This design comes from an exercise in tuning for small area on the open sky130 flow, not from production work. Only simulation tests tie the RTL to the original design; equivalence was not proved. Power and IR drop assume default switching activity.

**flow/design.v**
```verilog
`timescale 1ns / 1ns
module breakout_debounce #(
    parameter DEBOUNCE_TIME = 200
)(
    input  wire clk,
    input  wire reset,
    input  wire in,
    output reg  out
);
    localparam [7:0] CNT_END = 8'd11;
    reg [7:0] cnt;
    reg prev;
    always @(posedge clk or negedge reset) begin
        if (!reset) begin
            out <= 1'b0;
            prev <= 1'b0;
            cnt <= 8'd0;
        end else begin
            prev <= in;
            if (in != prev)
                cnt <= 8'd0;
            else if (cnt != CNT_END)
                cnt <= {cnt[6:0], ~(cnt[7] ^ cnt[5] ^ cnt[4] ^ cnt[3])};
            else
                out <= in;
        end
    end
endmodule
`timescale 1ns/1ps
module breakout_fsm(
    input  wire       sys_clk,
    input  wire       sys_rst_n,
    input  wire       start_key,
    input  wire       lose_sig,
    input  wire       win_sig,
    input  wire       idle_done,      
    output reg  [1:0] game_state,
    output reg        game_reset
);
    localparam S_IDLE = 2'b00;
    localparam S_PLAY = 2'b01;
    localparam S_WIN  = 2'b10;
    localparam S_END  = 2'b11;
    reg [1:0] next_state;
    always @(posedge sys_clk or negedge sys_rst_n) begin
        if (!sys_rst_n)
            game_state <= S_IDLE;
        else
            game_state <= next_state;
    end
    always @(*) begin
        next_state = game_state;
        game_reset = 1'b0;
        case (game_state)
            S_IDLE: if (idle_done && start_key) begin next_state = S_PLAY; game_reset = 1'b1; end
            S_PLAY: if (lose_sig) begin next_state = S_END; game_reset = 1'b1; end
                    else if (win_sig) begin next_state = S_WIN; game_reset = 1'b1; end
            default: if (start_key) begin next_state = S_IDLE; game_reset = 1'b1; end
        endcase
    end
endmodule
`timescale 1ns/1ps
module MoveBall_logic (
    input  wire       vga_clk,
    input  wire       sys_rst_n,
    input  wire [9:0] hx,
    input  wire [9:0] vy,
    input  wire       first_col,
    input  wire       last_col,
    input  wire       left,
    input  wire       right,
    input  wire       any_hit,
    input  wire [1:0] game_state,
    input  wire       game_reset,
    output reg  [9:0] ball_x,       
    output reg  [9:0] ball_y,       
    output wire       is_ball,
    output wire       is_racket,
    output reg        lose_sig
);
    wire play = (game_state == 2'b01);
    wire run  = play & ~game_reset;
    reg left_pressed, right_pressed;
    always @(posedge vga_clk) begin
        left_pressed  <= ~left;
        right_pressed <= ~right;
    end
    reg [6:0]  racket_cnt;
    reg [10:0] Kr;
    wire racket_step = (racket_cnt == 7'd85);
    always @(posedge vga_clk or negedge sys_rst_n) begin
        if (!sys_rst_n)
            racket_cnt <= 7'd0;
        else if (run)
            racket_cnt <= racket_step ? 7'd0 : {racket_cnt[5:0], ~(racket_cnt[6] ^ racket_cnt[5])};
    end
    always @(posedge vga_clk) begin
        if (game_reset)
            Kr <= 11'd480;
        else if (run && racket_step) begin
            if (left_pressed) begin
                if (Kr != 11'd0) Kr <= Kr - 11'd1;
            end else if (right_pressed) begin
                if (Kr == 11'd1121) Kr <= 11'd1120;
                else Kr <= Kr + 11'd1;
            end
        end
    end
    wire [9:0] R = Kr[10:1];
    reg [8:0] ball_cnt;
    reg [1:0] qx, qy;
    reg px, py;
    reg dx, dy;                          
    reg hit_occurred;
    wire ball_step = (ball_cnt == 9'd33);
    always @(posedge vga_clk or negedge sys_rst_n) begin
        if (!sys_rst_n)
            ball_cnt <= 9'd0;
        else if (run)
            ball_cnt <= ball_step ? 9'd0 : {ball_cnt[7:0], ~(ball_cnt[8] ^ ball_cnt[4])};
    end
    always @(posedge vga_clk) begin
        if (any_hit) hit_occurred <= 1'b1;
        else if (ball_cnt == 9'd0) hit_occurred <= 1'b0;
    end
    wire cross_x = dx ? (qx == 2'd0) : (qx == 2'd3);
    wire cross_y = dy ? (qy == 2'd0) : (qy == 2'd3);
    wire copy_x = run & px & ((qx == 2'd0) ? (ball_cnt == 9'd447) : (ball_cnt == 9'd7));
    wire copy_y = run & py & ((qy == 2'd0) ? (ball_cnt == 9'd447) : (ball_cnt == 9'd7));
    wire stx = ball_step ? cross_x : 1'b1;
    wire sty = ball_step ? cross_y : 1'b1;
    wire decx = ball_step ? dx : (qx == 2'd3);
    wire decy = ball_step ? dy : (qy == 2'd3);
    wire [9:0] nxi = ball_x + {{9{stx & decx}}, stx};
    wire [9:0] nyi = ball_y + {{9{sty & decy}}, sty};
    wire [9:0] rdx = nxi - R;
    wire on_racket = (nyi >= 10'd430) && (nyi <= 10'd445) && ((rdx <= 10'd75) || (rdx >= 10'd1019));
    reg ndx, ndy;
    always @(*) begin
        ndx = dx;
        if (nxi == 10'd0) ndx = 1'b0;
        else if (nxi >= 10'd630) ndx = 1'b1;
        ndy = dy;
        if (nyi == 10'd0) ndy = 1'b0;
        if (on_racket) ndy = 1'b1;
        if (hit_occurred) ndy = ~dy;
    end
    always @(posedge vga_clk) begin
        if (game_reset) begin
            ball_x <= 10'd315;
            ball_y <= 10'd235;
            qx <= 2'd0; qy <= 2'd0;
            px <= 1'b0; py <= 1'b0;
            dx <= 1'b0; dy <= 1'b0;
            lose_sig <= 1'b0;
        end else begin
            if (copy_x) begin ball_x <= nxi; px <= 1'b0; end
            if (copy_y) begin ball_y <= nyi; py <= 1'b0; end
            if (run && ball_step) begin
                if (nyi >= 10'd470)
                    lose_sig <= 1'b1;
                else begin
                    qx <= dx ? qx - 2'd1 : qx + 2'd1;
                    qy <= dy ? qy - 2'd1 : qy + 2'd1;
                    px <= cross_x; py <= cross_y;
                    dx <= ndx; dy <= ndy;
                end
            end
        end
    end
    wire [9:0] cx = hx - ball_x;         
    wire [9:0] cy = vy - ball_y;
    reg circ;
    always @(*) begin
        case (cx[3:0])
            4'd5:        circ = 1'b1;
            4'd0, 4'd10: circ = (cy[3:0] == 4'd5);
            4'd1, 4'd9:  circ = (cy[3:0] >= 4'd2) && (cy[3:0] <= 4'd8);
            default:     circ = (cy[3:0] >= 4'd1) && (cy[3:0] <= 4'd9);
        endcase
        circ = circ & (cx <= 10'd10) & (cy <= 10'd10);
    end
    reg wrap_ball;
    always @(*) begin
        case ({ball_x, ball_y})
            {10'd162, 10'd456}, {10'd170, 10'd444}, {10'd197, 10'd406},
            {10'd200, 10'd402}, {10'd283, 10'd305}, {10'd305, 10'd283},
            {10'd402, 10'd200}, {10'd406, 10'd197}, {10'd444, 10'd170},
            {10'd456, 10'd162}, {10'd537, 10'd114}, {10'd626, 10'd72}:
                wrap_ball = 1'b1;
            default: wrap_ball = 1'b0;
        endcase
    end
    wire [9:0] rx = hx - R;
    assign is_ball   = play & ~first_col & (last_col ? wrap_ball : circ);
    assign is_racket = play & ~first_col & ~last_col & (rx <= 10'd80) & (vy >= 10'd440) & (vy <= 10'd450);
endmodule
`timescale 1ns/1ps
module VGA_Pic(
    input  wire       vga_clk,
    input  wire       sys_rst_n,
    input  wire [9:0] hx,
    input  wire [9:0] vy,
    input  wire [9:0] ball_x,
    input  wire [9:0] ball_y,
    input  wire [1:0] game_state,
    input  wire       game_reset,
    input  wire       clear_key,
    output reg  [3:0] col,
    output wire       idle_done,
    output wire       any_hit,
    output reg        win_sig
);
    wire play = (game_state == 2'b01);
    reg [12:0] gone_lo;
    reg [49:13] gone_hi;
    wire [49:0] gone = {gone_hi, gone_lo};
    wire idle = (game_state == 2'b00);
    assign idle_done = (gone_lo == 13'd3458);
    wire [9:0] bcol;
    wire [4:0] hrow;
    genvar g;
    generate
        for (g = 0; g < 10; g = g + 1) begin : gc
            localparam integer LO = (62*g - 3 < 3) ? 3 : 62*g - 3;
            assign bcol[g] = (ball_x >= LO) && (ball_x <= 62*g + 72);
        end
        for (g = 0; g < 5; g = g + 1) begin : gr
            assign hrow[g] = (ball_y >= 22*g + 17) && (ball_y <= 22*g + 52);
        end
    endgenerate
    wire [4:0] krow = hrow & {5{play}};
    wire kill_all = play & clear_key;
    wire [49:0] hit_mask;        
    generate
        for (g = 0; g < 50; g = g + 1) begin : gb
            assign hit_mask[g] = krow[g / 10] & bcol[g % 10];
        end
    endgenerate
    assign any_hit = |(~gone & hit_mask);
    always @(posedge vga_clk or negedge sys_rst_n) begin
        if (!sys_rst_n)
            gone_lo <= 13'd0;
        else if (game_reset)
            gone_lo <= 13'd0;
        else if (idle) begin
            if (!idle_done)
                gone_lo <= {gone_lo[11:0], ~(gone_lo[12] ^ gone_lo[3] ^ gone_lo[2] ^ gone_lo[0])};
        end else
            gone_lo <= gone_lo | hit_mask[12:0] | {13{kill_all}};
    end
    always @(posedge vga_clk) begin
        if (game_reset) begin
            gone_hi <= 37'd0;
            win_sig <= 1'b0;
        end else begin
            gone_hi <= gone_hi | hit_mask[49:13] | {37{kill_all}};
            win_sig <= &gone;
        end
    end
    wire [9:0] xf;
    wire [4:0] yf;
    generate
        for (g = 0; g < 10; g = g + 1) begin : gx
            assign xf[g] = (hx >= 62*g + 10) && (hx < 62*g + 70);
        end
        for (g = 0; g < 5; g = g + 1) begin : gy
            assign yf[g] = (vy >= 22*g + 30) && (vy < 22*g + 50);
        end
    endgenerate
    wire [4:0] row_on;
    generate
        for (g = 0; g < 5; g = g + 1) begin : gro
            assign row_on[g] = yf[g] & |(xf & ~gone[10*g+9:10*g]);
        end
    endgenerate
    wire is_text_pixel;
    text_fn text_inst(.tx(hx), .ty(vy), .st(game_state), .is_text(is_text_pixel));
    always @(posedge vga_clk or negedge sys_rst_n) begin
        if (!sys_rst_n)
            col <= 4'b0000;
        else case (game_state)
            2'b01: col <= {row_on[0] | row_on[1] | row_on[2],
                           row_on[1] | row_on[2] | row_on[3],
                           row_on[2] | row_on[3],
                           row_on[4]};
            2'b00: col <= is_text_pixel ? 4'b0110 : 4'b0000;
            2'b10: col <= is_text_pixel ? 4'b0001 : 4'b0000;
            default: col <= is_text_pixel ? 4'b1000 : 4'b0000;
        endcase
    end
endmodule
module text_fn(
    input  wire [9:0] tx,
    input  wire [9:0] ty,
    input  wire [1:0] st,
    output wire       is_text
);
wire t_start_r = ((tx >= 10'd180 && tx < 10'd190) && ((ty >= 10'd210 && ty < 10'd225))) ||
   ((tx >= 10'd180 && tx < 10'd217) && ((ty >= 10'd207 && ty < 10'd210) || (ty >= 10'd225 && ty < 10'd228))) ||
   ((tx >= 10'd180 && tx < 10'd220) && ((ty >= 10'd203 && ty < 10'd207) || (ty >= 10'd228 && ty < 10'd232) || (ty >= 10'd253 && ty < 10'd257))) ||
   ((tx >= 10'd183 && tx < 10'd217) && ((ty >= 10'd200 && ty < 10'd203) || (ty >= 10'd257 && ty < 10'd260))) ||
   ((tx >= 10'd183 && tx < 10'd220) && ((ty >= 10'd232 && ty < 10'd235) || (ty >= 10'd250 && ty < 10'd253))) ||
   ((tx >= 10'd210 && tx < 10'd220) && ((ty >= 10'd235 && ty < 10'd250))) ||
   ((tx >= 10'd230 && tx < 10'd270) && ((ty >= 10'd203 && ty < 10'd207))) ||
   ((tx >= 10'd233 && tx < 10'd267) && ((ty >= 10'd200 && ty < 10'd203) || (ty >= 10'd207 && ty < 10'd210))) ||
   ((tx >= 10'd245 && tx < 10'd255) && ((ty >= 10'd210 && ty < 10'd257))) ||
   ((tx >= 10'd248 && tx < 10'd252) && ((ty >= 10'd257 && ty < 10'd260))) ||
   ((tx >= 10'd280 && tx < 10'd290) && ((ty >= 10'd210 && ty < 10'd225) || (ty >= 10'd235 && ty < 10'd257))) ||
   ((tx >= 10'd280 && tx < 10'd320) && ((ty >= 10'd203 && ty < 10'd210) || (ty >= 10'd225 && ty < 10'd235))) ||
   ((tx >= 10'd283 && tx < 10'd287) && ((ty >= 10'd257 && ty < 10'd260))) ||
   ((tx >= 10'd283 && tx < 10'd317) && ((ty >= 10'd200 && ty < 10'd203))) ||
   ((tx >= 10'd310 && tx < 10'd320) && ((ty >= 10'd210 && ty < 10'd225) || (ty >= 10'd235 && ty < 10'd257))) ||
   ((tx >= 10'd313 && tx < 10'd317) && ((ty >= 10'd257 && ty < 10'd260))) ||
   ((tx >= 10'd330 && tx < 10'd340) && ((ty >= 10'd207 && ty < 10'd228) || (ty >= 10'd232 && ty < 10'd257))) ||
   ((tx >= 10'd330 && tx < 10'd370) && ((ty >= 10'd203 && ty < 10'd207) || (ty >= 10'd228 && ty < 10'd232))) ||
   ((tx >= 10'd333 && tx < 10'd337) && ((ty >= 10'd200 && ty < 10'd203) || (ty >= 10'd257 && ty < 10'd260))) ||
   ((tx >= 10'd343 && tx < 10'd367) && ((ty >= 10'd200 && ty < 10'd203) || (ty >= 10'd232 && ty < 10'd235))) ||
   ((tx >= 10'd343 && tx < 10'd370) && ((ty >= 10'd207 && ty < 10'd210) || (ty >= 10'd225 && ty < 10'd228))) ||
   ((tx >= 10'd360 && tx < 10'd370) && ((ty >= 10'd210 && ty < 10'd225))) ||
   ((tx >= 10'd380 && tx < 10'd420) && ((ty >= 10'd203 && ty < 10'd207))) ||
   ((tx >= 10'd383 && tx < 10'd417) && ((ty >= 10'd200 && ty < 10'd203) || (ty >= 10'd207 && ty < 10'd210))) ||
   ((tx >= 10'd395 && tx < 10'd405) && ((ty >= 10'd210 && ty < 10'd257))) ||
   ((tx >= 10'd398 && tx < 10'd402) && ((ty >= 10'd257 && ty < 10'd260)));
wire t_win_r = ((tx >= 10'd240 && tx < 10'd250) && ((ty >= 10'd203 && ty < 10'd253))) ||
   ((tx >= 10'd240 && tx < 10'd280) && ((ty >= 10'd253 && ty < 10'd257))) ||
   ((tx >= 10'd243 && tx < 10'd247) && ((ty >= 10'd200 && ty < 10'd203) || (ty >= 10'd257 && ty < 10'd260))) ||
   ((tx >= 10'd253 && tx < 10'd267) && ((ty >= 10'd250 && ty < 10'd253) || (ty >= 10'd257 && ty < 10'd260))) ||
   ((tx >= 10'd255 && tx < 10'd265) && ((ty >= 10'd233 && ty < 10'd247))) ||
   ((tx >= 10'd258 && tx < 10'd262) && ((ty >= 10'd230 && ty < 10'd233) || (ty >= 10'd247 && ty < 10'd250))) ||
   ((tx >= 10'd270 && tx < 10'd280) && ((ty >= 10'd203 && ty < 10'd253))) ||
   ((tx >= 10'd273 && tx < 10'd277) && ((ty >= 10'd200 && ty < 10'd203) || (ty >= 10'd257 && ty < 10'd260))) ||
   ((tx >= 10'd295 && tx < 10'd305) && ((ty >= 10'd203 && ty < 10'd257))) ||
   ((tx >= 10'd298 && tx < 10'd302) && ((ty >= 10'd200 && ty < 10'd203) || (ty >= 10'd257 && ty < 10'd260))) ||
   ((tx >= 10'd320 && tx < 10'd330) && ((ty >= 10'd203 && ty < 10'd257))) ||
   ((tx >= 10'd323 && tx < 10'd327) && ((ty >= 10'd200 && ty < 10'd203) || (ty >= 10'd257 && ty < 10'd260))) ||
   ((tx >= 10'd350 && tx < 10'd360) && ((ty >= 10'd203 && ty < 10'd257))) ||
   ((tx >= 10'd353 && tx < 10'd357) && ((ty >= 10'd200 && ty < 10'd203) || (ty >= 10'd257 && ty < 10'd260)));
wire t_end_r = ((tx >= 10'd240 && tx < 10'd250) && ((ty >= 10'd210 && ty < 10'd225) || (ty >= 10'd235 && ty < 10'd250))) ||
   ((tx >= 10'd240 && tx < 10'd267) && ((ty >= 10'd225 && ty < 10'd228) || (ty >= 10'd232 && ty < 10'd235))) ||
   ((tx >= 10'd240 && tx < 10'd270) && ((ty >= 10'd228 && ty < 10'd232))) ||
   ((tx >= 10'd240 && tx < 10'd277) && ((ty >= 10'd207 && ty < 10'd210) || (ty >= 10'd250 && ty < 10'd253))) ||
   ((tx >= 10'd240 && tx < 10'd280) && ((ty >= 10'd203 && ty < 10'd207) || (ty >= 10'd253 && ty < 10'd257))) ||
   ((tx >= 10'd243 && tx < 10'd277) && ((ty >= 10'd200 && ty < 10'd203) || (ty >= 10'd257 && ty < 10'd260))) ||
   ((tx >= 10'd290 && tx < 10'd300) && ((ty >= 10'd203 && ty < 10'd257))) ||
   ((tx >= 10'd293 && tx < 10'd297) && ((ty >= 10'd200 && ty < 10'd203) || (ty >= 10'd257 && ty < 10'd260))) ||
   ((tx >= 10'd320 && tx < 10'd330) && ((ty >= 10'd203 && ty < 10'd257))) ||
   ((tx >= 10'd323 && tx < 10'd327) && ((ty >= 10'd200 && ty < 10'd203) || (ty >= 10'd257 && ty < 10'd260))) ||
   ((tx >= 10'd340 && tx < 10'd350) && ((ty >= 10'd210 && ty < 10'd250))) ||
   ((tx >= 10'd340 && tx < 10'd373) && ((ty >= 10'd203 && ty < 10'd207) || (ty >= 10'd253 && ty < 10'd257))) ||
   ((tx >= 10'd340 && tx < 10'd380) && ((ty >= 10'd207 && ty < 10'd210) || (ty >= 10'd250 && ty < 10'd253))) ||
   ((tx >= 10'd343 && tx < 10'd373) && ((ty >= 10'd200 && ty < 10'd203) || (ty >= 10'd257 && ty < 10'd260))) ||
   ((tx >= 10'd370 && tx < 10'd380) && ((ty >= 10'd210 && ty < 10'd250)));
wire [8:0] t3 = {tx[7:0],1'b0} + tx[8:0];
wire [6:0] ze = t3[6:0] - ty[6:0];
wire [7:0] zw = t3[7:0] - {ty[6:0],1'b0};
wire [8:0] q  = tx[8:0] - {ty[7:0],1'b0};
wire [8:0] zs = {zw[7:0]} + {q[7:0],1'b0};
wire d_end = (tx >= 300 && tx < 320 && ty >= 203 && ty < 260) && (ze >= 7'd57) && (ze <= 7'd63);
wire d_win = (tx >= 330 && tx < 350 && ty >= 203 && ty < 260) && (zw >= 8'd43) && (zw <= 8'd53);
wire d_start = (tx >= 346 && tx < 370 && ty >= 235 && ty < 260) && (zs >= 9'd260) && (zs <= 9'd320);
assign is_text = (st==2'b00) ? (t_start_r | d_start) : (st==2'b10) ? (t_win_r | d_win) : (st==2'b11) ? (t_end_r | d_end) : 1'b0;
endmodule
`timescale 1ns/1ps
module VGA_Ctrl(
    input  wire       vga_clk,
    input  wire       sys_rst_n,
    output reg  [9:0] hx,
    output reg  [9:0] vy,
    output wire       hsync,
    output wire       vsync,
    output wire       first_col,
    output wire       last_col
);
    always @(posedge vga_clk or negedge sys_rst_n) begin
        if (!sys_rst_n) begin
            hx <= 10'd657;
            vy <= 10'd490;
        end else begin
            hx <= (hx == 10'd799) ? 10'd0 : hx + 10'd1;
            if (hx == 10'd656)
                vy <= (vy == 10'd524) ? 10'd0 : vy + 10'd1;
        end
    end
    assign hsync    = (hx >= 10'd657) && (hx < 10'd753);
    assign vsync    = (vy == 10'd490) || (vy == 10'd491);
    assign first_col = (hx == 10'd0);       
    assign last_col = (hx == 10'd640);
endmodule
`timescale 1ns/1ps
module breakout_top(
    input  wire sys_clk,
    input  wire sys_rst_n,
    input  wire left,
    input  wire right,
    input  wire up,
    input  wire clear_key,
    output wire hsync,
    output wire vsync,
    output wire [15:0] rgb
);
    wire [9:0] hx, vy;
    wire first_col, last_col;
    wire left_db, right_db, up_db;
    wire [1:0] game_state;
    wire game_reset, win_sig, lose_sig, any_hit, idle_done;
    wire [9:0] ball_x, ball_y;
    wire is_ball, is_racket;
    wire [3:0] col;
    VGA_Ctrl vga_ctrl_inst(
        .vga_clk(sys_clk), .sys_rst_n(sys_rst_n), .hx(hx), .vy(vy),
        .hsync(hsync), .vsync(vsync), .first_col(first_col), .last_col(last_col)
    );
    breakout_debounce #(.DEBOUNCE_TIME(200)) db_left (
        .clk(sys_clk), .reset(sys_rst_n), .in(left), .out(left_db));
    breakout_debounce #(.DEBOUNCE_TIME(200)) db_right (
        .clk(sys_clk), .reset(sys_rst_n), .in(right), .out(right_db));
    breakout_debounce #(.DEBOUNCE_TIME(200)) db_up (
        .clk(sys_clk), .reset(sys_rst_n), .in(up), .out(up_db));
    breakout_fsm Game_Ctrl_inst(
        .sys_clk(sys_clk), .sys_rst_n(sys_rst_n), .start_key(~up_db),
        .win_sig(win_sig), .lose_sig(lose_sig), .idle_done(idle_done),
        .game_state(game_state), .game_reset(game_reset)
    );
    MoveBall_logic MoveBall_inst(
        .vga_clk(sys_clk), .sys_rst_n(sys_rst_n), .hx(hx), .vy(vy),
        .first_col(first_col), .last_col(last_col), .left(left_db), .right(right_db), .any_hit(any_hit),
        .game_state(game_state), .game_reset(game_reset),
        .ball_x(ball_x), .ball_y(ball_y), .is_ball(is_ball), .is_racket(is_racket),
        .lose_sig(lose_sig)
    );
    VGA_Pic vga_pic_inst(
        .vga_clk(sys_clk), .sys_rst_n(sys_rst_n), .hx(hx), .vy(vy), .ball_x(ball_x), .ball_y(ball_y),
        .game_state(game_state), .game_reset(game_reset), .clear_key(clear_key),
        .col(col), .idle_done(idle_done), .any_hit(any_hit), .win_sig(win_sig)
    );
    wire brick = |col;
    wire g_r  = col[3];
    wire g_ga = col[2] | (~brick & ~is_ball & is_racket);
    wire g_gb = col[1] | (~brick & ~is_ball & is_racket);
    wire g_b  = col[0] | (~brick & is_ball);
    wire [3:0] grp = {g_r, g_ga, g_gb, g_b};
    assign rgb = {{5{grp[3]}}, grp[2], grp[1], grp[2], grp[1], grp[1], grp[2], {5{grp[0]}}};
endmodule
```
**flow/flow/run.sh**
```bash
#!/bin/bash
# Standard synthesis, then an area-oriented re-mapping of its combinational
# logic (flip-flops untouched; four random seeds of ABC's &deepsyn, the
# smallest result kept), then the standard layout from floorplan on, with
# clock tree synthesis told not to add dummy loads and the ports buffered
# with the smallest buffer.
set -euo pipefail
W=$(pwd)
F=$W/flow
R=$W/orfs/results/$FLOW_PLATFORM/breakout_top/base
YOSYS=$(command -v yosys || echo "$FLOW_HOME/../tools/install/yosys/bin/yosys")
LIB=$FLOW_HOME/platforms/$FLOW_PLATFORM/lib/sky130_fd_sc_hd__tt_025C_1v80.lib

bash standard.sh synth > $W/log_synth.txt 2>&1

cp $R/1_2_yosys.v $W/std_1_2_yosys.v
for s in 1 2 3 4; do
  sed "s/@SEED@/$s/" $F/area.abc > $W/area_$s.abc
  RS_LIB=$LIB RS_DONTUSE=$F/dont_use.txt RS_SCRIPT=$W/area_$s.abc RS_TOP=$FLOW_TOP \
  RS_IN=$W/std_1_2_yosys.v RS_OUT=$W/resynth_$s.v \
    "$YOSYS" -c $F/resynth.tcl > $W/log_resynth_$s.txt 2>&1 &
done
wait || true

best=""
best_area=""
for s in 1 2 3 4; do
  [[ -s $W/resynth_$s.v && -s $W/resynth_$s.v.stat ]] || continue
  a=$(grep "Chip area" $W/resynth_$s.v.stat | awk '{print $NF}')
  [[ -n "$a" ]] || continue
  if [[ -z "$best" ]] || awk -v a="$a" -v b="$best_area" 'BEGIN{exit !(a < b)}'; then
    best=$s; best_area=$a
  fi
done
echo "resynth seeds: best $best area $best_area" > $W/log_pick.txt

# hand the re-mapped netlist to the rest of the standard flow
if [[ -n "$best" ]]; then
  cp $W/resynth_$best.v $R/1_2_yosys.v
  rm -f $R/1_synth.odb $R/1_synth.sdc
fi
bash standard.sh "CTS_ARGS=$(cat $F/cts_args.txt)" "BUFFER_PORTS_ARGS=-buffer_cell sky130_fd_sc_hd__buf_1" finish > $W/log_layout.txt 2>&1
```
**flow/flow/area.abc**
```
strash
ifraig
scorr
dc2
&get -n
&deepsyn -T 120 -S @SEED@
&put
strash
&get -n
&st
&dch -f
&nf -R 2000 -E 1000
&put
mfs3 -ae
mfs3 -ae
topo
```
**flow/flow/cts_args.txt**
```
-sink_clustering_enable -repair_clock_nets -dont_use_dummy_load -root_buf sky130_fd_sc_hd__clkbuf_16 -buf_list {sky130_fd_sc_hd__clkbuf_8} -sink_clustering_size 12
```
**flow/flow/dont_use.txt**
```
sky130_fd_sc_hd__probe_p_8 sky130_fd_sc_hd__probec_p_8 sky130_fd_sc_hd__lpflow_bleeder_1 sky130_fd_sc_hd__lpflow_clkbufkapwr_1 sky130_fd_sc_hd__lpflow_clkbufkapwr_16 sky130_fd_sc_hd__lpflow_clkbufkapwr_2 sky130_fd_sc_hd__lpflow_clkbufkapwr_4 sky130_fd_sc_hd__lpflow_clkbufkapwr_8 sky130_fd_sc_hd__lpflow_clkinvkapwr_1 sky130_fd_sc_hd__lpflow_clkinvkapwr_16 sky130_fd_sc_hd__lpflow_clkinvkapwr_2 sky130_fd_sc_hd__lpflow_clkinvkapwr_4 sky130_fd_sc_hd__lpflow_clkinvkapwr_8 sky130_fd_sc_hd__lpflow_decapkapwr_12 sky130_fd_sc_hd__lpflow_decapkapwr_3 sky130_fd_sc_hd__lpflow_decapkapwr_4 sky130_fd_sc_hd__lpflow_decapkapwr_6 sky130_fd_sc_hd__lpflow_decapkapwr_8 sky130_fd_sc_hd__lpflow_inputiso0n_1 sky130_fd_sc_hd__lpflow_inputiso0p_1 sky130_fd_sc_hd__lpflow_inputiso1n_1 sky130_fd_sc_hd__lpflow_inputiso1p_1 sky130_fd_sc_hd__lpflow_inputisolatch_1 sky130_fd_sc_hd__lpflow_isobufsrc_1 sky130_fd_sc_hd__lpflow_isobufsrc_16 sky130_fd_sc_hd__lpflow_isobufsrc_2 sky130_fd_sc_hd__lpflow_isobufsrc_4 sky130_fd_sc_hd__lpflow_isobufsrc_8 sky130_fd_sc_hd__lpflow_isobufsrckapwr_16 sky130_fd_sc_hd__lpflow_lsbuf_lh_hl_isowell_tap_1 sky130_fd_sc_hd__lpflow_lsbuf_lh_hl_isowell_tap_2 sky130_fd_sc_hd__lpflow_lsbuf_lh_hl_isowell_tap_4 sky130_fd_sc_hd__lpflow_lsbuf_lh_isowell_4 sky130_fd_sc_hd__lpflow_lsbuf_lh_isowell_tap_1 sky130_fd_sc_hd__lpflow_lsbuf_lh_isowell_tap_2 sky130_fd_sc_hd__lpflow_lsbuf_lh_isowell_tap_4
```
**flow/flow/resynth.tcl**
```tcl
# Re-map the combinational logic of the standard synthesis netlist for area.
# The flip-flops are kept as they are (same instances, names and cell types).
yosys -import
set lib $::env(RS_LIB)
set du {}
foreach c [split [string trim [read [open $::env(RS_DONTUSE)]]]] {
  if {$c ne ""} { lappend du -dont_use $c }
}
read_liberty -ignore_miss_func -ignore_miss_dir -ignore_miss_data_latch $lib
foreach m {dfrtp dfxtp dfstp dfrbp dfsbp dfbbp dfbbn dfrtn dfxbp edfxtp edfxbp sdfxtp dlxtp dlrtp} {
  catch { blackbox sky130_fd_sc_hd__${m}_* }
}
read_verilog $::env(RS_IN)
hierarchy -top $::env(RS_TOP)
flatten
opt_clean -purge
opt -fast
abc -liberty $lib {*}$du -script $::env(RS_SCRIPT)
opt_clean -purge
hilomap -singleton -hicell sky130_fd_sc_hd__conb_1 HI -locell sky130_fd_sc_hd__conb_1 LO
insbuf -buf sky130_fd_sc_hd__buf_1 A X
splitnets
opt_clean -purge
tee -o $::env(RS_OUT).stat stat -liberty $lib
write_verilog -noattr -nohex -nodec $::env(RS_OUT)
```
**flow/standard.sh**
```bash
#!/bin/bash
# synth_recipe.tcl (not shown) runs the flow's synth.tcl, then flattens the netlist and writes it again
# the make line also repeats each setting of config.mk as NAME=value (left out here)
make -C /OpenROAD-flow-scripts/flow DESIGN_CONFIG=/design/flow/config.mk WORK_HOME=/design/flow/orfs CLKGATE_MAP_FILE= SYNTH_SCRIPT=/design/flow/synth_recipe.tcl "${@:-finish}"
```
**flow/config.mk**
```make
export PLATFORM = sky130hd
export DESIGN_NAME = breakout_top
export DESIGN_NICKNAME = breakout_top
export VERILOG_FILES = /design/flow/design.v
export SDC_FILE = /design/flow/constraint.sdc
export NUM_CORES = 4
export LEC_CHECK = 0
export CAP_MARGIN = 5
export CORE_MARGIN = 2
export CORE_UTILIZATION = 60
export SLEW_MARGIN = 5
```
**flow/constraint.sdc**
```tcl
create_clock -name core_clock -period 25.0 [get_ports {sys_clk}]
set_input_delay 5.0000 -clock core_clock [delete_from_list [all_inputs] [get_ports {sys_clk}]]
set_output_delay 5.0000 -clock core_clock [all_outputs]
set_load 0.01 [all_outputs]
```
==> flow_summary.toml, run 1 <==
[cts]
cts_resized = 0
cts-buffers-inserted = 17
cts_tree = "yes"
cts.sinks = 166
post-cts-setup-buffers = 0
root_buffer = "clkbuf_16"
clk_pin_slew_ns = 0.08
ctsHtreeMaxLevel = 4
clkLatencyLatePin_ns = 0.40
hold_buffers = 0
clockBufferDepth = 2

[drt]
detail_route.first_pass.iterations = 6
vias_per_cell = 7.12
drtIter0Drc = 1651
num_vias = 12200
drc_errors = 0
wl_per_cell_um = 22.4
detail_route.wirelength_um = 38400
route.antenna.remaining_nets = 0

[critical_path]
path_class = "flop to primary output"
r2r_slack_ns = 19.16
arrival_ns = 3.87
r2r_end = "MoveBall_inst.dy"
reg2reg_depth = 21
critPathCaptureType = "primary output"
r2r_start = "MoveBall_inst.ball_cnt[0]"
worstSetupEndpoint = "rgb[2]"
worst-endpoint-required_ns = 20.00
critPathLaunchType = "flop"
path_max_fanout = 21
cp-startpoint = "vga_ctrl_inst.hx[3]"

[place]
portBuffers = 23
place_inst = 1693
dp_hpwl_um = 27800
pre_cts_ws_ns = 16.66
gp_congestion = 1.03

[grt]
grt_pass1_wl_um = 61100
grt_use_met2_pct = 62.7
grt_usage_pct = 39.4
met1_usage_pct = 51.3
busiest_layer = "met2"
grt_pass1_vias = 11400
grt_max_degree = 74
overflow = 0
antenna_found_initial = 0
use_met3_pct = 7.18

[layout]
area_growth_pct = 6.03
final_common_cell = "nor2_1"
final_layout_size_suffix_gt1_share_pct = 2.77
fillCellCount = 1565
layout_common_cells = "nor2_1, nand2_1, a21oi_1, o21ai_0, dfxtp_1"
final_core_util_pct = 64.6
antenna_cells = 0
layout.nets = 1489
finish.cell_count_without_fillers = 1710

[outcome]
status = "finished clean"

[power]
p_per_area_nw_per_um2 = 39.0
vdd_ir_drop_max_mv = 0.0392
power.leakage_nw = 4.16
totalPowerFinal_uw = 450

[sta]
clock_skew_ns = 0.0445
tns_ns = 0
maxSlewHeadroom_pct = 27.8
period_share_pct = 35.5
min_period_ns = 8.87
hold_violations = 0
worst_pin_slew_ns = 1.08
setup_viol = 0
drv_slew = 0
clock.fmax_ghz = 0.113
rsz0062_at_grt = "no"
fin_ws_ns = 16.13

[yosys]
yosys_warnings = 5
syn_area_um2 = 10900
syn_area_per_cell_um2 = 7.52
syn_nets = 1451
synthCells = 1445

[die]
rows = 49
die_h_um = 139
die-area_um2 = 19200
start_util_pct = 60.9
die_w_um = 139
core_um2 = 17800
io_pins = 24

[job]
cap_violations = 0

[min_path]
hold_class = "flop to flop"
## flip-flops by register name, summed over array words and instances (netlist names), 4 cells and up
signal,count
vga_pic_inst.gone_hi,37
vga_pic_inst.gone_lo,13
MoveBall_inst.Kr,11
MoveBall_inst.ball_x,10
MoveBall_inst.ball_y,10
vga_ctrl_inst.hx,10
vga_ctrl_inst.vy,10
MoveBall_inst.ball_cnt,9
db_left.cnt,8
db_right.cnt,8
db_up.cnt,8
MoveBall_inst.racket_cnt,7
vga_pic_inst.col,4
## cell type report
cell class / count / area [um2] / area share, %
clock buffers: 17 / 245 / 2.13
inverters: 62 / 233 / 2.02
flip-flops and latches: 166 / 3760 / 32.6
well taps: 229 / 287 / 2.49
multi-input cells: 1204 / 6840 / 59.4
repair buffers: 32 / 158 / 1.37
## worst min path at each step
| stage | start | cells after the start | endpoint |
|---|---|---|---|
| 6_report | db_left.cnt[6] | 1 | db_left.cnt[7] |
| 5_1_grt | db_left.out | 1 | MoveBall_inst.left_pressed |
| 4_1_cts | db_left.cnt[6] | 1 | db_left.cnt[7] |
| 3_5_place_dp | db_left.out | 1 | MoveBall_inst.left_pressed |
| 3_3_place_gp | db_left.out | 1 | MoveBall_inst.left_pressed |
| 2_1_floorplan | db_left.out | 1 | MoveBall_inst.left_pressed |
## power by group
part           switching, mW  internal, mW  total, mW
Combinational        0.00860       0.00544     0.0140
Clock                 0.0910        0.0645      0.155
Sequential           0.00670         0.273      0.280
Total                  0.106         0.343      0.450
## metrics by stage
stage | hold slack [ns] | instance area, um2
6_report | 0.463 | 11500
2_1_floorplan | 0.416 | 10900
5_1_grt | 0.486 | 11500
3_3_place_gp | 0.426 | 11300
3_5_place_dp | 0.437 | 11300
4_1_cts | 0.466 | 11500
## worst max-delay path: stages, from the launching register on
cell and delay [ns]:
dfrtp_1 0.83, clkinv_1 0.37, maj3_1 0.44, a211oi_1 0.27, nand4_1 0.13, a2111oi_0 0.47
o211ai_1 0.21, o21ai_0 0.57, buf_1 0.21
## per-layer routing
layer  share of wire (%)  routed length (um)
met4                 5.8                2210
met1                  39               14800
met2                  45               17300
met5                   0                   0
met3                  10                4000
==> inputs of run 2 (changes only) <==
==> flow/flow/run.sh (replaced) <==
#!/bin/bash
# Standard synthesis, then an area-oriented re-mapping of its combinational
# logic (flip-flops untouched): ABC's &deepsyn with several random seeds,
# the smallest result kept.  Then the standard layout from floorplan on,
# with clock tree synthesis told not to add dummy loads and the ports
# buffered with the smallest buffer.
set -euo pipefail
W=$(pwd)
F=$W/flow
R=$W/orfs/results/$FLOW_PLATFORM/breakout_top/base
YOSYS=$(command -v yosys || echo "$FLOW_HOME/../tools/install/yosys/bin/yosys")
LIB=$FLOW_HOME/platforms/$FLOW_PLATFORM/lib/sky130_fd_sc_hd__tt_025C_1v80.lib

bash standard.sh synth > $W/log_synth.txt 2>&1
cp $R/1_2_yosys.v $W/std_1_2_yosys.v

# one re-mapping run: resynth TAG SEED POST (POST: extra ABC commands)
resynth() {
  sed -e "s/@SEED@/$2/" -e "s/@POST@/$3/" $F/area.abc > $W/area_$1.abc
  RS_LIB=$LIB RS_DONTUSE=$F/dont_use.txt RS_SCRIPT=$W/area_$1.abc RS_TOP=$FLOW_TOP \
  RS_IN=$W/std_1_2_yosys.v RS_OUT=$W/resynth_$1.v \
    "$YOSYS" -c $F/resynth.tcl > $W/log_resynth_$1.txt 2>&1 || true
}
# ABC's mfs3 sometimes stops on an internal assertion; runs without it
# are the fallback
for s in 1 2 3 4; do resynth m$s $s "topo; mfs3 -ae" & done
wait || true
for s in 5 6 7; do resynth m$s $s "topo; mfs3 -ae" & done
resynth p1 1 "" &
wait || true

best=""
best_area=""
for t in m1 m2 m3 m4 m5 m6 m7 p1; do
  [[ -s $W/resynth_$t.v && -s $W/resynth_$t.v.stat ]] || continue
  a=$(grep "Chip area" $W/resynth_$t.v.stat | awk '{print $NF}')
  [[ -n "$a" ]] || continue
  echo "$t $a" >> $W/log_pick.txt
  if [[ -z "$best" ]] || awk -v a="$a" -v b="$best_area" 'BEGIN{exit !(a < b)}'; then
    best=$t; best_area=$a
  fi
done
echo "best $best area $best_area" >> $W/log_pick.txt

# hand the re-mapped netlist to the rest of the standard flow
if [[ -n "$best" ]]; then
  cp $W/resynth_$best.v $R/1_2_yosys.v
  rm -f $R/1_synth.odb $R/1_synth.sdc
fi
bash standard.sh "CTS_ARGS=$(cat $F/cts_args.txt)" "BUFFER_PORTS_ARGS=-buffer_cell sky130_fd_sc_hd__buf_1" finish > $W/log_layout.txt 2>&1
==> flow/flow/area.abc (replaced) <==
strash
ifraig
scorr
dc2
&get -n
&deepsyn -T 120 -S @SEED@
&put
strash
&get -n
&st
&dch -f
&nf -R 2000 -E 1000
&put
@POST@
topo
==> run 2 against run 1 <==
  * Via count is 0.25% higher
  * Global-route usage shrank 0.56 points
  * Maximum frequency rose by 1.5%
  * Critical path type unchanged
==> flow_summary.toml, run 2 <==
[critical_path]
r2r_slack_ns = 19.51
crit_slowest_cell = "dfrtp_1"
arrival_ns = 3.74
worst-endpoint-required_ns = 20.00
cp_top_family = "simple AND/OR/NAND/NOR gates"
cp.depth = 11
critPathLaunchType = "flop"
critical_path_buf_inv_count = 2
path_max_fanout = 13
worstSetupEndpoint = "rgb[3]"
path_class = "flop to primary output"
r2r_start = "MoveBall_inst.ball_x[0]"
cp-startpoint = "vga_ctrl_inst.hx[1]"
r2r_end = "MoveBall_inst.dy"
crit_chain = "clkinv_1 > nand2_1 > and2_0 > nand2_1 > o211ai_1 > nor2_1 > nor2_1 > a21o_1 > o211ai_1 > o21ai_0 > buf_1"
max_stage_delay_ns = 0.74
critPathCaptureType = "primary output"
reg2reg_depth = 21

[sta]
worst_pin_slew_ns = 1.08
hold_violations = 0
setup_viol = 0
maxSlewHeadroom_pct = 28.2
tns_ns = 0
period_share_pct = 35.0
clock.fmax_ghz = 0.114
rsz0062_at_grt = "no"
whs_ns = 0.440
min_period_ns = 8.74
drv_slew = 0
clock_skew_ns = 0.0411

[layout]
reg_top3 = "vga_pic_inst.gone_hi (37), vga_pic_inst.gone_lo (13), MoveBall_inst.Kr (11)"
area_growth_pct = 6.23
largest_reg_flops = 37
layout_common_cells = "nor2_1, nand2_1, a21oi_1, o21ai_0, dfxtp_1"
final_layout_size_suffix_gt1_share_pct = 2.95
regMostFlops = "vga_pic_inst.gone_hi"
final_common_cell = "nor2_1"
antenna_cells = 0
final_core_util_pct = 64.6
layout.nets = 1498
final_cell_area_um2 = 11600

[place]
place_area_um2 = 11300
gp_congestion = 1.07
dp_hpwl_um = 27300
portBuffers = 23

[cts]
cts_resized = 0
clkLatencyLatePin_ns = 0.40
cts-buffers-inserted = 17
root_buffer = "clkbuf_16"
ctsHtreeMaxLevel = 4
cts_tree = "yes"
post-cts-setup-buffers = 0
hold_buffers = 0
clockBufferDepth = 2
cts.sinks = 166
clk_pin_slew_ns = 0.08

[job]
cap_violations = 0

[min_path]
hold_class = "flop to flop"
hp-start = "db_left.out"

[drt]
vias_per_cell = 7.10
detail_route.first_pass.iterations = 6
wl_met2_um = 16400
wl_met1_um = 14800
drtIter0Drc = 1723
route.antenna.remaining_nets = 0
drc_errors = 0
maxUsedRoutingLayer = "met4"
met3_length_um = 4510
detail_route.wirelength_um = 37700
wl_per_cell_um = 21.9
num_vias = 12200

[grt]
grt_pass1_wl_um = 60700
antenna_found_initial = 0
grt_pass1_vias = 11200
overflow = 0
grt_max_degree = 54
grt_usage_pct = 38.8

[power]
power.leakage_nw = 4.15
vdd_ir_drop_max_mv = 0.0406
p_per_area_nw_per_um2 = 39.2

[yosys]
synthCells = 1451
yosys_warnings = 5
syn_area_per_cell_um2 = 7.50
syn_nets = 1457
syn_area_um2 = 10900

[die]
rows = 49
io_pins = 24
start_util_pct = 60.8
die_w_um = 139
die_h_um = 139
core_um2 = 17900
die-area_um2 = 19200

[outcome]
status = "finished clean"
==> run 2: changes by cell type in the layout (fill, tap and decap cells not counted), sizes merged, moves of 2 or more <==
cell,change
a211o,-2
and2,+2
buf,+3
nand3,+5
nand4,-2
nor2,+6
nor2b,-2
nor3,-4
nor3b,+2
o21ai,+2
or2,-2
==> run 2: where the power goes <==
part	total (mW)	internal [mW]	switching (mW)	leakage (nW)
logic	0.0140	0.00550	0.00849	2.31
clock network	0.160	0.0645	0.0950	0.127
registers	0.280	0.273	0.00658	1.72
total	0.453	0.343	0.110	4.15
==> run 2: routing by layer <==
| metal | global-route usage [%] | up-vias |
|---|---|---|
| met1 | 52.8 | 5628 |
| li1 | - | 5505 |
| met2 | 59.8 | 881 |
| met3 | 8.05 | 198 |
| met5 | 0 | - |
| met4 | 18.3 | 0 |
==> run 2: how the worst min path moves through the flow <==
stage | end | depth (start not counted) | slack (ns)
2_1_floorplan | MoveBall_inst.left_pressed | 1 | 0.42
3_3_place_gp | MoveBall_inst.left_pressed | 1 | 0.43
3_5_place_dp | MoveBall_inst.right_pressed | 1 | 0.43
4_1_cts | MoveBall_inst.left_pressed | 1 | 0.44
5_1_grt | MoveBall_inst.left_pressed | 1 | 0.45
6_report | MoveBall_inst.left_pressed | 1 | 0.44
==> run 2: area by class of cell <==
cell class / instances / area (um2)
inverter: 63 / 236
tap: 229 / 287
sequential: 166 / 3760
multi-input combinational: 1209 / 6850
timing repair buffer: 35 / 180
clock buffer: 17 / 245
fill: 1591 / 6350
==> run 2: per-stage QoR <==
stage	instances	setup slack (ns)	power, mW
6_report	1719	16.26	0.453
5_1_grt	1719	15.95	0.465
4_1_cts	1719	16.41	0.453
3_5_place_dp	1702	16.85	0.299
3_3_place_gp	1702	16.86	0.299
2_1_floorplan	1451	17.28	0.292
==> run 2: worst reg2reg max path: stages (launching register included) <==
cell and delay (ns):
dfxtp_1 0.78, nand2_1 0.19, nor2_1 0.32, clkinv_1 0.15
nor2_1 0.24, clkinv_1 0.13, a21oi_1 0.30, o21ai_0 0.16
xnor2_1 0.37, nor2_1 0.10, a21oi_1 0.30, o211a_1 0.25
nor2_1 0.07, nor2_1 0.12, a21oi_1 0.09, xnor2_1 0.24
nand3b_1 0.12, a2111oi_0 0.68, xnor2_1 0.19, a32oi_1 0.29
nand4_1 0.14, o21ai_0 0.20
==> inputs of run 3 (changes only) <==
--- a/flow/flow/run.sh
+++ b/flow/flow/run.sh
@@ -14,19 +14,19 @@
 bash standard.sh synth > $W/log_synth.txt 2>&1
 cp $R/1_2_yosys.v $W/std_1_2_yosys.v
 
-# one re-mapping run: resynth TAG SEED POST (POST: extra ABC commands)
+# one re-mapping run: resynth TAG SEED TIME POST (POST: extra ABC commands)
 resynth() {
-  sed -e "s/@SEED@/$2/" -e "s/@POST@/$3/" $F/area.abc > $W/area_$1.abc
+  sed -e "s/@SEED@/$2/" -e "s/@TIME@/$3/" -e "s/@POST@/$4/" $F/area.abc > $W/area_$1.abc
   RS_LIB=$LIB RS_DONTUSE=$F/dont_use.txt RS_SCRIPT=$W/area_$1.abc RS_TOP=$FLOW_TOP \
   RS_IN=$W/std_1_2_yosys.v RS_OUT=$W/resynth_$1.v \
     "$YOSYS" -c $F/resynth.tcl > $W/log_resynth_$1.txt 2>&1 || true
 }
 # ABC's mfs3 sometimes stops on an internal assertion; runs without it
 # are the fallback
-for s in 1 2 3 4; do resynth m$s $s "topo; mfs3 -ae" & done
+for s in 1 2 3 4; do resynth m$s $s 300 "topo; mfs3 -ae" & done
 wait || true
-for s in 5 6 7; do resynth m$s $s "topo; mfs3 -ae" & done
-resynth p1 1 "" &
+for s in 5 6 7; do resynth m$s $s 300 "topo; mfs3 -ae" & done
+resynth p1 1 120 "" &
 wait || true
 
 best=""
==> flow/flow/area.abc (replaced) <==
strash
ifraig
scorr
dc2
&get -n
&deepsyn -T @TIME@ -S @SEED@
&put
strash
&get -n
&st
&dch -f
&nf -R 2000 -E 1000
&put
@POST@
topo
--- a/flow/config.mk
+++ b/flow/config.mk
@@ -7,5 +7,5 @@
 export LEC_CHECK = 0
 export CAP_MARGIN = 5
 export CORE_MARGIN = 2
-export CORE_UTILIZATION = 60
+export CORE_UTILIZATION = 65
 export SLEW_MARGIN = 5
==> run 3 against run 2 <==
  * Final cell count rose by 0.35%
  * Non-clock buffer count down 2
  * Critical path depth stayed put
  * Maximum frequency is 3.9% lower
  * Cell area fell by 0.24%
  * Critical endpoint is now rgb[2]
  * Largest power group unchanged
==> flow_summary.toml, run 3 <==
[critical_path]
r2r_slack_ns = 19.49
arrival_ns = 4.10
r2r_end = "vga_pic_inst.col[2]"
critical_path_buf_inv_count = 2
worst-endpoint-required_ns = 20.00
reg2reg_depth = 19
max_stage_delay_ns = 0.66
cp_top_family = "simple AND/OR/NAND/NOR gates"
r2r_start = "vga_ctrl_inst.hx[2]"
cp-startpoint = "vga_ctrl_inst.hx[2]"
critPathLaunchType = "flop"
cp_common_cell = "nor2_1"
path_class = "flop to primary output"
crit_slowest_cell = "dfrtp_1"
crit_chain = "or2_0 > nor2_1 > clkinv_1 > nor2_1 > nand2_1 > o31ai_1 > nand3_1 > nor2_1 > a31oi_1 > o21ai_0 > buf_1"
cp.depth = 11
worstSetupEndpoint = "rgb[2]"
path_max_fanout = 23
critPathCaptureType = "primary output"

[power]
comb_power_share_pct = 2.7
p_sw_uw = 102
totalPowerFinal_uw = 440
seq_power_share_pct = 62.1
sw_frac_of_total_pct = 23.1
clkPwrFrac_pct = 35.2
power.leakage_nw = 4.46
p_int_uw = 338
vdd_ir_drop_max_mv = 0.0385
p_per_area_nw_per_um2 = 38.2

[layout]
antenna_cells = 0
regMostFlops = "vga_pic_inst.gone_hi"
reg_top3 = "vga_pic_inst.gone_hi (37), vga_pic_inst.gone_lo (13), MoveBall_inst.Kr (11)"
largest_reg_flops = 37
area_growth_pct = 5.90
layout_common_cells = "nor2_1, nand2_1, o21ai_0, a21oi_1, dfxtp_1"
final_core_util_pct = 70.0
final_layout_size_suffix_gt1_share_pct = 2.59
fillCellCount = 1379
layout.nets = 1513
final_common_cell = "nor2_1"

[cts]
cts_resized = 0
cts_tree = "yes"
ctsHtreeMaxLevel = 4
cts.sinks = 166
clockBufferDepth = 2
post-cts-setup-buffers = 0
clkLatencyLatePin_ns = 0.40
cts-buffers-inserted = 17
clk_pin_slew_ns = 0.08
hold_buffers = 0
root_buffer = "clkbuf_16"

[grt]
grt_pass1_vias = 11700
overflow = 0
antenna_found_initial = 0
grt_pass1_wl_um = 62100
grt_usage_pct = 44.0
grt_max_degree = 71

[sta]
fin_ws_ns = 15.90
clock.fmax_ghz = 0.110
hold_violations = 0
whs_ns = 0.458
drv_slew = 0
rsz0062_at_grt = "no"
setup_viol = 0
tns_ns = 0
period_share_pct = 36.4
worst_pin_slew_ns = 1.17
min_period_ns = 9.10
maxSlewHeadroom_pct = 20.3
clock_skew_ns = 0.0419

[drt]
vias_per_cell = 7.28
route.antenna.remaining_nets = 0
wl_per_cell_um = 22.8
drtIter0Drc = 2144
drc_errors = 0
wl_met2_um = 17600
maxUsedRoutingLayer = "met4"
detail_route.first_pass.iterations = 8
wl_met1_um = 14400
met3_length_um = 5120
detail_route.wirelength_um = 39400
num_vias = 12600

[place]
dp_hpwl_um = 28500
portBuffers = 23
gp_congestion = 1.07
pre_cts_ws_ns = 16.49

[die]
io_pins = 24
core_um2 = 16500
die-area_um2 = 17800
start_util_pct = 66.1
die_w_um = 133
rows = 47
die_h_um = 133

[yosys]
synthCells = 1468
yosys_warnings = 5
syn_nets = 1474
syn_area_um2 = 10900
syn_area_per_cell_um2 = 7.42

[min_path]
hold_class = "flop to flop"

[outcome]
status = "finished clean"

[job]
cap_violations = 0
[run 3: worst min-delay path by stage]
stage / start / endpoint / depth (start not counted)
after floorplan: db_left.out / MoveBall_inst.left_pressed / 1
after global placement: db_left.out / MoveBall_inst.left_pressed / 1
after detailed placement: db_left.out / MoveBall_inst.left_pressed / 1
after CTS: db_right.out / MoveBall_inst.right_pressed / 1
after global routing: db_right.out / MoveBall_inst.right_pressed / 1
final: db_right.out / MoveBall_inst.right_pressed / 1
[run 3: power by group through the flow]
stage                     clock, mW  sequential [mW]  combinational (mW)
final                         0.155            0.273              0.0118
after global routing          0.163            0.273              0.0134
after CTS                     0.153            0.273              0.0119
after detailed placement          0            0.279              0.0118
after global placement            0            0.278              0.0110
after floorplan                   0            0.277             0.00637
[run 3: cell type report]
type	instances	area, um2	share of cell area [%]
timing repair buffer	33	165	1.43
multi-input combinational	1233	6870	59.6
inverter	56	210	1.82
sequential	166	3760	32.6
clock buffer	17	245	2.13
tap	220	275	2.39
[run 3: metrics by stage]
| stage | cells | cell area (um2) |
|---|---|---|
| global route | 1725 | 11500 |
| global placement | 1708 | 11300 |
| floorplan | 1468 | 10900 |
| finish | 1725 | 11500 |
| CTS | 1725 | 11500 |
| detailed placement | 1708 | 11300 |
[run 3: worst reg2reg max path, delay by kind of cell, from the launching register on]
| kind | cells | cell delay, ns |
|---|---|---|
| adders and majority gates | 1 | 0.45 |
| AOI/OAI and AO/OA | 11 | 2.07 |
| DFF | 1 | 0.66 |
| and+or+nand+nor | 4 | 1.29 |
| buffers and inverters | 1 | 0.49 |
| xor gates and xnor gates | 2 | 0.51 |
[run 3: metal layers]
layer  track usage (%)  vias to the layer above
li1                  -                     5484
met1              56.4                     5761
met2              70.5                     1076
met3              10.1                      241
met4              21.9                        0
met5                 0                        -
==> inputs of run 4 (changes only) <==
--- a/flow/config.mk
+++ b/flow/config.mk
@@ -5,7 +5,8 @@
 export SDC_FILE = /design/flow/constraint.sdc
 export NUM_CORES = 4
 export LEC_CHECK = 0
-export CAP_MARGIN = 5
+export CAP_MARGIN = 0
 export CORE_MARGIN = 2
 export CORE_UTILIZATION = 65
-export SLEW_MARGIN = 5
+export GPL_TIMING_DRIVEN = 0
+export SLEW_MARGIN = 0
==> run 4 against run 3 <==
  * Maximum frequency fell by 5.8%
  * Still clean
  * Critical path depth rose by 2
  * Non-clock buffer count rose by 8
  * Clock skew rose by 0.012 ns
  * Critical endpoint is now rgb[8]
  * Largest power group unchanged
  * Global-route usage fell by 0.54 points
  * Sequential power barely moved
  * Largest cell class unchanged
  * Flip-flop and latch count did not move
==> flow_summary.toml, run 4 <==
[outcome]
status = "finished clean"

[grt]
grt_max_degree = 45
grt_usage_pct = 43.5
antenna_found_initial = 0
grt_pass1_wl_um = 61500
grt_pass1_vias = 11800
overflow = 0

[sta]
maxSlewHeadroom_pct = 14.9
tns_ns = 0
whs_ns = 0.445
min_period_ns = 9.66
clock_skew_ns = 0.0534
rsz0062_at_grt = "no"
period_share_pct = 38.6
setup_viol = 0
hold_violations = 0
worst_pin_slew_ns = 1.26
fin_ws_ns = 15.34
clock.fmax_ghz = 0.104
drv_slew = 0

[critical_path]
crit_chain = "clkinv_1 > nand2_1 > o221ai_1 > o2bb2ai_1 > nor3_1 > nor3_1 > a21oi_1 > nand2_1 > a21oi_1 > o311ai_0 > nand2b_1 > buf_1 > buf_1"
r2r_slack_ns = 19.40
arrival_ns = 4.66
r2r_start = "vga_ctrl_inst.vy[1]"
critPathLaunchType = "flop"
max_stage_delay_ns = 1.00
path_class = "flop to primary output"
path_max_fanout = 21
reg2reg_depth = 21
r2r_end = "vga_pic_inst.col[2]"
critPathCaptureType = "primary output"
crit_slowest_cell = "o311ai_0"
worst-endpoint-required_ns = 20.00

[layout]
fillCellCount = 1373
largest_reg_flops = 37
final_core_util_pct = 70.4
final_layout_size_suffix_gt1_share_pct = 2.38
regMostFlops = "vga_pic_inst.gone_hi"
area_growth_pct = 6.45
antenna_cells = 0
layout.nets = 1521
seq_area_um2 = 3760
multi_input_area_um2 = 6880
reg_top3 = "vga_pic_inst.gone_hi (37), vga_pic_inst.gone_lo (13), MoveBall_inst.Kr (11)"
layout_common_cells = "nor2_1, nand2_1, o21ai_0, a21oi_1, dfxtp_1"
finish.cell_count_without_fillers = 1733
final_common_cell = "nor2_1"
final_cell_area_um2 = 11600

[drt]
vias_per_cell = 7.28
detail_route.wirelength_um = 38800
detail_route.first_pass.iterations = 12
wl_per_cell_um = 22.4
drc_errors = 0
drtIter0Drc = 1969
num_vias = 12600
route.antenna.remaining_nets = 0

[die]
start_util_pct = 66.1
die_w_um = 133
io_pins = 24
rows = 47
die_h_um = 133
die-area_um2 = 17800
core_um2 = 16500

[cts]
ctsHtreeMaxLevel = 4
clkLatencyLatePin_ns = 0.40
hold_buffers = 0
post-cts-setup-buffers = 0
cts_resized = 0
clockBufferDepth = 2
clk_pin_slew_ns = 0.08
cts_tree = "yes"
root_buffer = "clkbuf_16"
cts-buffers-inserted = 17
cts.sinks = 166

[min_path]
whs_path_depth = 1
hp-start = "db_right.out"
hold_class = "flop to flop"
min_to = "MoveBall_inst.right_pressed"

[yosys]
yosys_warnings = 5
synthCells = 1468
syn_area_um2 = 10900
syn_area_per_cell_um2 = 7.42
syn_nets = 1474

[place]
pre_cts_ws_ns = 15.90
place_inst = 1716
gp_congestion = 1.04
place_area_um2 = 11300
dp_hpwl_um = 28000
portBuffers = 23

[power]
p_sw_uw = 104
power.leakage_nw = 4.47
p_int_uw = 339
comb_power_share_pct = 2.8
vdd_ir_drop_max_mv = 0.0450
sw_frac_of_total_pct = 23.4
totalPowerFinal_uw = 443
seq_power_share_pct = 61.7
clkPwrFrac_pct = 35.5
p_per_area_nw_per_um2 = 38.2

[job]
cap_violations = 0
-- run 4: changes by cell type in the layout (fill, tap and decap cells not counted), sizes merged --
cell	before	now
clkbuf	18	17
buf	32	41
-- run 4: power groups by stage --
stage               registers [mW]  clock network (mW)  logic [mW]
global route                 0.273               0.162      0.0141
floorplan                    0.277                   0     0.00637
global placement             0.278                   0      0.0108
detailed placement           0.279                   0      0.0123
finish                       0.273               0.157      0.0124
CTS                          0.273               0.153      0.0124
-- run 4: area by class of cell --
| class | count | share of cell area [%] |
|---|---|---|
| Inverter | 56 | 1.81 |
| Clock buffer | 17 | 2.12 |
| Tap cell | 220 | 2.38 |
| Timing Repair Buffer | 28 | 1.48 |
| Sequential cell | 166 | 32.5 |
| Buffer | 13 | 0.421 |
| Multi-Input combinational cell | 1233 | 59.3 |
-- run 4: metal layers --
metal	wire, um	GRT usage, %
met1	14200	55.9
met2	17200	68.7
met3	4970	9.47
met4	2450	23.8
met5	0	0
-- run 4: worst max path at each step --
stage / startpoint / end / slack [ns]
CTS: vga_ctrl_inst.hx[3] / rgb[8] / 15.47
finish: vga_ctrl_inst.hx[3] / rgb[8] / 15.34
detailed placement: vga_ctrl_inst.hx[3] / rgb[8] / 15.90
global route: vga_ctrl_inst.hx[3] / rgb[9] / 15.22
global placement: sys_rst_n / db_left.out / 15.44
floorplan: vga_ctrl_inst.hx[1] / rgb[1] / 17.32
-- run 4: worst max-delay path: cells and delay by family, from the launching register on --
family	cells	cell delay, ns
compound gates	5	1.58
flops	1	0.92
buf+inv	3	0.92
simple gates	5	0.86

## port drivers added, routing unchanged
No port has a modelled driver above. Below, the same layouts with a new extraction and two added sets of constraints. Step 1, drivers: a clkbuf_16 drives sys_clk and a buf_2 each remaining input, both assumed. Step 2 also shifts input and output timing later by t, the mid clock arrival at the registers, as if the neighbouring blocks saw the same clock. Slacks: ideal / step 1 / step 2; pairs: ideal / step 1.
run | t (ns) | setup WS [ns] | latest minus earliest clock arrival (ns) | slew at the worst register clock pin (ns)
run 1 | 0.427 | 16.129 / 16.081 / 16.508 | 0.049 / 0.050 | 0.11 / 0.11
run 2 | 0.433 | 16.256 / 16.205 / 16.639 | 0.043 / 0.043 | 0.11 / 0.11
run 3 | 0.427 | 15.897 / 15.848 / 16.275 | 0.043 / 0.043 | 0.10 / 0.10
run 4 | 0.418 | 15.340 / 15.293 / 15.711 | 0.054 / 0.053 | 0.11 / 0.11
After both steps setup and hold are still met in every run listed.
